Background: an optimization exercise with open tools, aiming at small area. Do not read the settings as production practice.
In this exercise RTL edits were held to simulation tests only and were not proved equivalent to the original.
No activity file was given, so power comes from the tool's default toggle rates. No driver is modelled on the clock port, so clocking that relies on it looks cheaper here than on a real chip.

Setup of run A:
Design core, start of the top module:
module core (
    input  logic        clk,
    input  logic        rst,       
    input  logic [31:0] instr,
    output logic [4:0]  dbg_rs1,
    output logic [4:0]  dbg_rs2,
    output logic [4:0]  dbg_rd,
    output logic [31:0] dbg_imm,
    output logic [3:0]  dbg_alu_op,
    output logic        dbg_reg_write,
    output logic        dbg_alu_src_imm,
    output logic [31:0] dbg_rs1_data,
    output logic [31:0] dbg_rs2_data,
    output logic [31:0] dbg_alu_b,
    output logic [31:0] dbg_alu_result
);
    logic [4:0]  rs1, rs2, rd;
    logic [31:0] imm;
    logic        reg_write, alu_src_imm;
    logic [3:0]  alu_op;
    logic        sub, sel_sum, sel_p, sel_g, sel_sr, sel_sl, sel_slt, sel_sltu, sra;
    decoder u_dec (
        .instr(instr), .rs1(rs1), .rs2(rs2), .rd(rd), .imm(imm),
        .reg_write(reg_write), .alu_src_imm(alu_src_imm), .alu_op(alu_op),
        .sub(sub), .sel_sum(sel_sum), .sel_p(sel_p), .sel_g(sel_g),
        .sel_sr(sel_sr), .sel_sl(sel_sl), .sel_slt(sel_slt), .sel_sltu(sel_sltu),
        .sra(sra)
    );
    logic [31:0] rs1_data, rs2_data, alu_b, alu_result;
    regfile u_rf (
        .clk(clk),
        .write_enable(reg_write),
        .read_register1(rs1),
        .read_register2(rs2),
        .write_register(rd),
        .write_data(alu_result),
        .read_data1(rs1_data),
        .read_data2(rs2_data)
    );
    alu_bsel u_bsel (.is_imm(alu_src_imm), .imm(imm), .rs2(rs2_data), .b(alu_b));
    alu u_alu (
        .a(rs1_data), .b(alu_b),
        .sub(sub), .sel_sum(sel_sum), .sel_p(sel_p), .sel_g(sel_g),
        .sel_sr(sel_sr), .sel_sl(sel_sl), .sel_slt(sel_slt), .sel_sltu(sel_sltu),
        .sra(sra), .result(alu_result)
    );
    assign dbg_rs1         = rs1;
  ...
Size in the first run: about 2700 cells after synthesis, roughly 0.044 sq mm of cells after synthesis.
export LEC_CHECK = 0
export CAP_MARGIN = 20
export CORE_MARGIN = 2
export CORE_UTILIZATION = 55
export SETUP_SLACK_MARGIN = 0.3
export SLEW_MARGIN = 20
export SYNTH_HIERARCHICAL = 1
export SYNTH_MINIMUM_KEEP_SIZE = 0
create_clock -name core_clock -period 11.0 [get_ports {clk}]
standard.sh (not shown) runs the stock make flow with config.mk's settings and CLKGATE_MAP_FILE= SYNTH_SCRIPT=/design/flow/synth_recipe.tcl, a recipe that flattens the netlist after the stock synthesis.
==> flow/flow/run.sh <==
#!/bin/bash
# The standard layout (standard.sh), with two changes:
#  - ports are buffered with the smallest buffer (buf_1) instead of clkdlybuf4s50_1,
#  - CTS inserts no dummy loads.
# ORFS's own logs stay under orfs/logs; standard.sh's output goes to standard.log.
set -e
export BUFFER_PORTS_ARGS="-inputs -outputs -buffer_cell sky130_fd_sc_hd__buf_1"
CTS_EXTRA=""
[ -f flow/cts_extra.txt ] && CTS_EXTRA="$(cat flow/cts_extra.txt)"
export CTS_ARGS="-sink_clustering_enable -repair_clock_nets -dont_use_dummy_load $CTS_EXTRA"
bash standard.sh > standard.log 2>&1
Run A completed every stage of the flow, and the final layout passed the timing, DRC and antenna checks.
Here is what was changed in the inputs of run B compared with run A.
# run A
export LEC_CHECK = 0
export CAP_MARGIN = 20
export CORE_MARGIN = 2
export CORE_UTILIZATION = 55
export SETUP_SLACK_MARGIN = 0.3
export SLEW_MARGIN = 20
export SYNTH_HIERARCHICAL = 1
export SYNTH_MINIMUM_KEEP_SIZE = 0
create_clock -name core_clock -period 11.0 [get_ports {clk}]
# run B
export LEC_CHECK = 0
export CAP_MARGIN = 10
export CORE_MARGIN = 2
export CORE_UTILIZATION = 60
export SETUP_SLACK_MARGIN = 0.1
export SLEW_MARGIN = 10
export SYNTH_HIERARCHICAL = 1
export SYNTH_MINIMUM_KEEP_SIZE = 0
create_clock -name core_clock -period 11.0 [get_ports {clk}]
==> flow/flow/cts_extra.txt (new file) <==
-sink_clustering_size 32 -sink_clustering_max_diameter 150
==> comparison <==
Run B: worst hold slack is 0.12 ns higher than what run A reported. Run B does better than run A on final non-filler cell area. Between run B and run A, sequential share of layout area is higher for run B, run A comes in under that.
> inputs changed (run B -> run C)
# run B
export LEC_CHECK = 0
export CAP_MARGIN = 10
export CORE_MARGIN = 2
export CORE_UTILIZATION = 60
export SETUP_SLACK_MARGIN = 0.1
export SLEW_MARGIN = 10
export SYNTH_HIERARCHICAL = 1
export SYNTH_MINIMUM_KEEP_SIZE = 0
create_clock -name core_clock -period 11.0 [get_ports {clk}]
# run C
export LEC_CHECK = 0
export CAP_MARGIN = 5
export CORE_MARGIN = 2
export CORE_UTILIZATION = 60
export GPL_TIMING_DRIVEN = 0
export SETUP_SLACK_MARGIN = 0.1
export SLEW_MARGIN = 5
export SYNTH_HIERARCHICAL = 1
export SYNTH_MINIMUM_KEEP_SIZE = 0
create_clock -name core_clock -period 11.0 [get_ports {clk}]
==> flow/flow/cts_extra.txt <==
-sink_clustering_size 24 -sink_clustering_max_diameter 120
==> comparison <==
Across both runs, total vias in the final route was higher for run C than for run B. Route | run C vs run B | wire longer in run C. On first-pass GRT wire length, the higher figure sits with run C, not run B. Proportion of total power due to net switching came out higher on run C than on run B. [run C vs run B] final worst-path cycle share: higher in run C. Summary: time the worst path needs with I/O delays and setup, run C worse than run B. Critical path depth for run C is higher than for run B. Least setup slack across all paths after layout delta (run C − run B): unfavourable. Run C had finished all stages when the layout checks came back failing, citing negative setup slack. Run B went all the way through synthesis, placement and routing and the layout is clean on timing, DRC and antenna. The higher combinational fraction of design power came out of run C. Re clock network fraction of total power: run C and run B aren't equal, and the lower value belongs to run B. Run C packs its core tighter than run B.
Modified inputs, run D compared to run C
# run C
export LEC_CHECK = 0
export CAP_MARGIN = 5
export CORE_MARGIN = 2
export CORE_UTILIZATION = 60
export GPL_TIMING_DRIVEN = 0
export SETUP_SLACK_MARGIN = 0.1
export SLEW_MARGIN = 5
export SYNTH_HIERARCHICAL = 1
export SYNTH_MINIMUM_KEEP_SIZE = 0
create_clock -name core_clock -period 11.0 [get_ports {clk}]
# run D
export LEC_CHECK = 0
export CAP_MARGIN = 10
export CORE_MARGIN = 2
export CORE_UTILIZATION = 65
export PLACE_DENSITY = 0.7
export SETUP_SLACK_MARGIN = 0.15
export SLEW_MARGIN = 10
export SYNTH_HIERARCHICAL = 1
export SYNTH_MINIMUM_KEEP_SIZE = 0
create_clock -name core_clock -period 11.0 [get_ports {clk}]
### Flow results
- In summary, run D completed successfully, with a layout that passed the timing, DRC and antenna checks.
- Run C leaves less setup margin than run D.
- Number of antenna repair diodes ended up 6 higher on run D than on run C.
- Compared with run C, run D improves final non-filler cell area.
- Row period utilization: run D lower / run C higher
- As far as count of pins on the block boundary goes, run C and run D are indistinguishable; the numbers are identical.
- In the metrics for run C and run D, the one carrying the higher number of setup violations in the final report is run C.
- Worst slew slack as a fraction of its limit, run C and run D: larger value in run D
> inputs changed (run D -> run E)
# run D
export LEC_CHECK = 0
export CAP_MARGIN = 10
export CORE_MARGIN = 2
export CORE_UTILIZATION = 65
export PLACE_DENSITY = 0.7
export SETUP_SLACK_MARGIN = 0.15
export SLEW_MARGIN = 10
export SYNTH_HIERARCHICAL = 1
export SYNTH_MINIMUM_KEEP_SIZE = 0
create_clock -name core_clock -period 11.0 [get_ports {clk}]
# run E
export LEC_CHECK = 0
export CAP_MARGIN = 10
export CORE_MARGIN = 2
export CORE_UTILIZATION = 60
export SETUP_SLACK_MARGIN = 0.1
export SLEW_MARGIN = 10
export SYNTH_HIERARCHICAL = 1
export SYNTH_MINIMUM_KEEP_SIZE = 0
create_clock -name core_clock -period 11.0 [get_ports {clk}]
==> flow/flow/cts_extra.txt <==
-sink_clustering_size 20 -sink_clustering_max_diameter 100
In run E the part of the total power dissipated in the clock network turned out 1.4 points higher than in run D. Run E: transition time at the pin with the least slew margin lower than run D. When run E is set beside run D, its multi-input logic area turns out to be 1.2% larger. Delta(critical path buffer and inverter count, run E - run D) < 0. Each of the runs, namely run E and run D, reached the end of the flow and came out clean. Sort run E and run D by wire length of the first global-routing pass, descending, and run D comes first. The higher share of the clock period used by the worst path came out of run D. The setup slack of run E is larger than that of run D. Run D -> run E: critical path depth decreased by a few percent. On overall power: between run E and run D, it ends up higher for run E.

==> static timing again, ports no longer ideal <==
How much do the figures lean on ideal ports? The routed layouts below were timed once more, with nothing changed but the port constraints.
Step 1 sets driving cells, clkbuf_16 on the clock port and buf_2 on the other inputs (assumed; they add their load-dependent delay and slew).
Step 2 moves the port delays by t, midway between the first and last clock arrival at a register: inputs arrive t later, outputs are due t later. That takes back most of the time a late clock gives input paths.
Three values: ideal, step 1, step 2; two values: the first two.
run	shift t [ns]	setup slack, ns	worst register clock-pin slew, ns
run A	0.724	0.412 / 0.384 / 0.384	0.06 / 0.06
run B	0.666	0.295 / 0.272 / 0.272	0.12 / 0.12
run C	0.695	-0.007 / -0.032 / -0.032	0.11 / 0.11
run D	0.671	0.255 / 0.228 / 0.228	0.10 / 0.10
run E	0.695	0.273 / 0.249 / 0.249	0.09 / 0.09
For run A, which loses most, drivers alone change the setup slack by -0.028 ns; drivers and shift together by -0.028 ns.
